This design comes from an exercise in tuning for small area on the open sky130 flow, not from production work. Where RTL was checked, it was by simulation tests only, not by an equivalence proof against the original. Power figures rest on the tool's default switching activity, not on a simulated workload.

==> inputs of v16 <==
==> flow/design.v (excerpt) <==
module domaze_logic(iResetn, iClock, switch_up_down, skip_to_hardest,
                    mv_left, mv_vert, mv_right,
                    oX, oY, oColour, oPlot,
                    hundreds, tens, ones, percent,
                    address_title_1, q_title_1,
                    address_title_2, q_title_2,
                    address_frame_1, q_frame_1,
                    address_frame_2, q_frame_2,
                    address_frame_3, q_frame_3,
                    address_frame_4, q_frame_4,
                    address_frame_5, q_frame_5,
                    address_frame_6, q_frame_6,
                    address_frame_7, q_frame_7,
                    address_frame_8, q_frame_8,
                    address_frame_9, q_frame_9,
                    address_frame_10, q_frame_10,
                    address_frame_11, q_frame_11,
                    address_frame_12, q_frame_12,
                    address_frame_13, q_frame_13,
                    address_frame_14, q_frame_14,
                    address_frame_15, q_frame_15,
                    address_frame_16, q_frame_16,
                    address_over, q_over,
                    address_end, q_end,
                    key_data, key_en);
clock: 20.0 ns
lec_check: 0
cap_margin: 20
core_margin: 2
core_utilization: 55
gpl_timing_driven: 0
slew_margin: 20
standard.sh (not shown) runs the stock make flow with config.mk's settings and CLKGATE_MAP_FILE= SYNTH_SCRIPT=/design/flow/synth_recipe.tcl, a recipe that flattens the netlist after the stock synthesis.
==> flow/flow/run.sh <==
#!/bin/bash
# Layout flow: the standard synthesis, then ABC re-maps the combinational
# logic for area (flip-flops untouched), then the standard ORFS flow from
# the floorplan on, with port buffers of the smallest buffer cell and a clock
# tree of small clock buffers. Each tool's output goes to a log file here.
set -euo pipefail
W=$(pwd)
R=$W/orfs/results/$FLOW_PLATFORM/domaze_logic/base
export BUFFER_PORTS_ARGS="-buffer_cell sky130_fd_sc_hd__buf_1"
export CTS_ARGS="-sink_clustering_enable -repair_clock_nets -dont_use_dummy_load -buf_list sky130_fd_sc_hd__clkbuf_4 -root_buf sky130_fd_sc_hd__clkbuf_8 -sink_clustering_size 10 -sink_clustering_max_diameter 40"

bash standard.sh synth > log_1_standard_synth.log 2>&1
cp $R/1_2_yosys.v $W/standard_synth.v

export RESYN_LIB=$FLOW_HOME/platforms/$FLOW_PLATFORM/lib/sky130_fd_sc_hd__tt_025C_1v80.lib
export RESYN_IN=$W/standard_synth.v
export RESYN_OUT=$W/resyn.v
export RESYN_SCRIPT=$W/flow/resyn.abc
export RESYN_KEEP="$(grep -o 'sky130_fd_sc_hd__[a-z0-9_]*' standard_synth.v | sort -u | grep -E '__(df|edf|sdf|sedf|dl)' | tr '\n' ' ')"
export RESYN_DONT_USE="$(grep -o 'cell *( *"\?sky130_fd_sc_hd__[a-z0-9_]*' $RESYN_LIB | grep -oE 'sky130_fd_sc_hd__(lpflow|probe)[a-z0-9_]*' | sort -u | tr '\n' ' ')"
yosys -c flow/resyn.tcl > log_2_resyn.log 2>&1

cp $W/resyn.v $R/1_2_yosys.v
rm -f $R/1_synth.odb $R/1_synth.sdc
bash standard.sh finish > log_3_standard_finish.log 2>&1
==> flow/flow/resyn.abc <==
strash
&get -n
&deepsyn -T 900
&put
dch -f
amap
topo
==> flow/flow/resyn.tcl <==
# Re-maps the combinational logic of the standard synthesis netlist for area.
# The flip-flops stay as they are (same instances, names and cell types).
yosys -import
set lib $::env(RESYN_LIB)
read_liberty -ignore_miss_func $lib
read_verilog $::env(RESYN_IN)
hierarchy -top $::env(FLOW_TOP)
foreach c $::env(RESYN_KEEP) { setattr -mod -set keep_hierarchy 1 $c }
flatten
yosys cd $::env(FLOW_TOP)
opt_clean
set dont [list]
foreach c $::env(RESYN_DONT_USE) { lappend dont -dont_use $c }
abc -liberty $lib {*}$dont -script $::env(RESYN_SCRIPT)
opt_clean -purge
hilomap -singleton -hicell sky130_fd_sc_hd__conb_1 HI -locell sky130_fd_sc_hd__conb_1 LO
splitnets
opt_clean -purge
insbuf -buf sky130_fd_sc_hd__buf_1 A X
check
stat -liberty $lib
yosys cd
select $::env(FLOW_TOP)
write_verilog -noattr -noexpr -nohex -nodec -selected $::env(RESYN_OUT)
==> v1 (differences from v16) <==
--- a/flow/design.v
+++ b/flow/design.v
@@ -159,15 +159,16 @@
       else if (in_vwait) dcnt <= vwait_end ? 16'd0 : dcnt + 16'd1;
    end
    wire [3:0] slot_of_pic = (pic < 5'd6) ? pic[3:0] :
                             (pic >= 5'd17) ? 4'd11 : (pic[3:0] - 4'd6);
    wire slot_clr = rst | lvl1_init;
-   wire [14:0] slot_d = slot_clr ? 15'h7fff : ~a_next;
+   wire [14:0] slot_d = slot_clr ? 15'h7fff : ~a_next;    
+   wire [14:0] slot_dp = slot_clr ? 15'h0000 : a_next;    
    integer k;
    always @(posedge iClock) begin
       for (k = 0; k < 12; k = k + 1)
-         if (slot_clr | (in_pic & (slot_of_pic == k))) slot[k] <= slot_d;
+         if (slot_clr | (in_pic & (slot_of_pic == k))) slot[k] <= (k >= 6 && k <= 10) ? slot_dp : slot_d;
    end
    wire ph_a = (pic < 5'd6);
    wire is_over = (pic == 5'd18);
    assign address_title_1  = ph_a ? ~slot[0] : 15'd0;
    assign address_frame_1  = ph_a ? ~slot[1] : 15'd0;
@@ -179,15 +180,15 @@
    assign address_frame_7  = ph_a ? 15'd0 : ~slot[1];
    assign address_frame_8  = ph_a ? 15'd0 : ~slot[2];
    assign address_frame_9  = ph_a ? 15'd0 : ~slot[3];
    assign address_frame_10 = ph_a ? 15'd0 : ~slot[4];
    assign address_frame_11 = ph_a ? 15'd0 : ~slot[5];
-   assign address_frame_12 = ~slot[6];
-   assign address_frame_13 = ~slot[7];
-   assign address_frame_14 = ~slot[8];
-   assign address_frame_15 = ~slot[9];
-   assign address_frame_16 = ~slot[10];
+   assign address_frame_12 = slot[6];
+   assign address_frame_13 = slot[7];
+   assign address_frame_14 = slot[8];
+   assign address_frame_15 = slot[9];
+   assign address_frame_16 = slot[10];
    assign address_over = is_over ? ~slot[11] : 15'd0;
    assign address_end  = is_over ? 15'd0 : ~slot[11];
    assign address_title_2 = 15'd0;
    reg [2:0] qsel;
    always @(*) begin
--- a/flow/flow/run.sh
+++ b/flow/flow/run.sh
@@ -5,11 +5,11 @@
 # tree of small clock buffers. Each tool's output goes to a log file here.
 set -euo pipefail
 W=$(pwd)
 R=$W/orfs/results/$FLOW_PLATFORM/domaze_logic/base
 export BUFFER_PORTS_ARGS="-buffer_cell sky130_fd_sc_hd__buf_1"
-export CTS_ARGS="-sink_clustering_enable -repair_clock_nets -dont_use_dummy_load -buf_list sky130_fd_sc_hd__clkbuf_4 -root_buf sky130_fd_sc_hd__clkbuf_8 -sink_clustering_size 10 -sink_clustering_max_diameter 40"
+export CTS_ARGS="-sink_clustering_enable -repair_clock_nets -dont_use_dummy_load -buf_list sky130_fd_sc_hd__clkbuf_8 -root_buf sky130_fd_sc_hd__clkbuf_8 -sink_clustering_size 14 -sink_clustering_max_diameter 45"
 
 bash standard.sh synth > log_1_standard_synth.log 2>&1
 cp $R/1_2_yosys.v $W/standard_synth.v
 
 export RESYN_LIB=$FLOW_HOME/platforms/$FLOW_PLATFORM/lib/sky130_fd_sc_hd__tt_025C_1v80.lib
==> flow/flow/resyn.abc (replaced) <==
strash
&get -n
&deepsyn -T 1500
&put
dch -f
amap
topo
GPL_TIMING_DRIVEN = unset   (was 0)
==> v15 (differences from v16) <==
GPL_TIMING_DRIVEN = unset   (was 0)
==> flow_summary_export.csv <==
group,metric,value,unit
floorplanning,die_y,177,µm
layout,drive_gt1_frac,0.0348,
timing,layout_setup_ws,10100,ps
timing,hold_slack,469,ps
placed_design,dp_hpwl,51.8,mm
status,status,"no timing/DRC/antenna violations",
grt,grt_pass1_vias,17300,
clocking,path_clk_slew,70,ps
layout,final_core_util,0.648,
the above is filed under v1

==> flow_summary_export.csv <==
group,metric,value,unit
placed_design,dp_hpwl,53.6,mm
floorplanning,die_y,179,µm
clocking,path_clk_slew,110,ps
grt,grt_pass1_vias,17300,
layout,drive_gt1_frac,0.0344,
power,p_comb,1.33,mW
timing,hold_slack,493,ps
status,status,"no timing/DRC/antenna violations",
layout,final_core_util,0.649,
the above is filed under v16

==> flow_summary_export.csv <==
group,metric,value,unit
floorplanning,die_y,179,µm
timing,hold_slack,478,ps
status,status,"no timing/DRC/antenna violations",
placed_design,dp_hpwl,53.8,mm
layout,largest_reg_flops,180,
timing,layout_setup_ws,10170,ps
layout,clockBufferCount,41,
layout,final_core_util,0.640,
clocking,path_clk_slew,110,ps
the above is filed under v15

Function not checked in v16 and v15: the RTL went through the layout flow alone.

==> afterwards: timing with drivers on the ports <==
The results above use ideal ports. As a check the final layouts listed here were re-extracted and re-timed, cells and wires unchanged. Step 1, drivers: a clkbuf_16 drives iClock and a buf_2 each remaining input, both assumed. Step 2 times the ports against the registers' clock, not the clock port: input delays grow and output delays shrink by t, the midpoint of the rising clock arrivals with the driver on. Three values: ideal ports, drivers, drivers and shift; two values: the first two.
run	t, ns	setup WS [ns]	hold slack, ns
v16	0.561	9.375 / 9.375 / 9.375	0.493 / 0.493 / 0.493
v1	0.581	10.099 / 10.099 / 10.099	0.469 / 0.469 / 0.469
v15	0.575	10.167 / 10.167 / 10.167	0.478 / 0.478 / 0.478
After both steps every run listed still meets setup and hold.
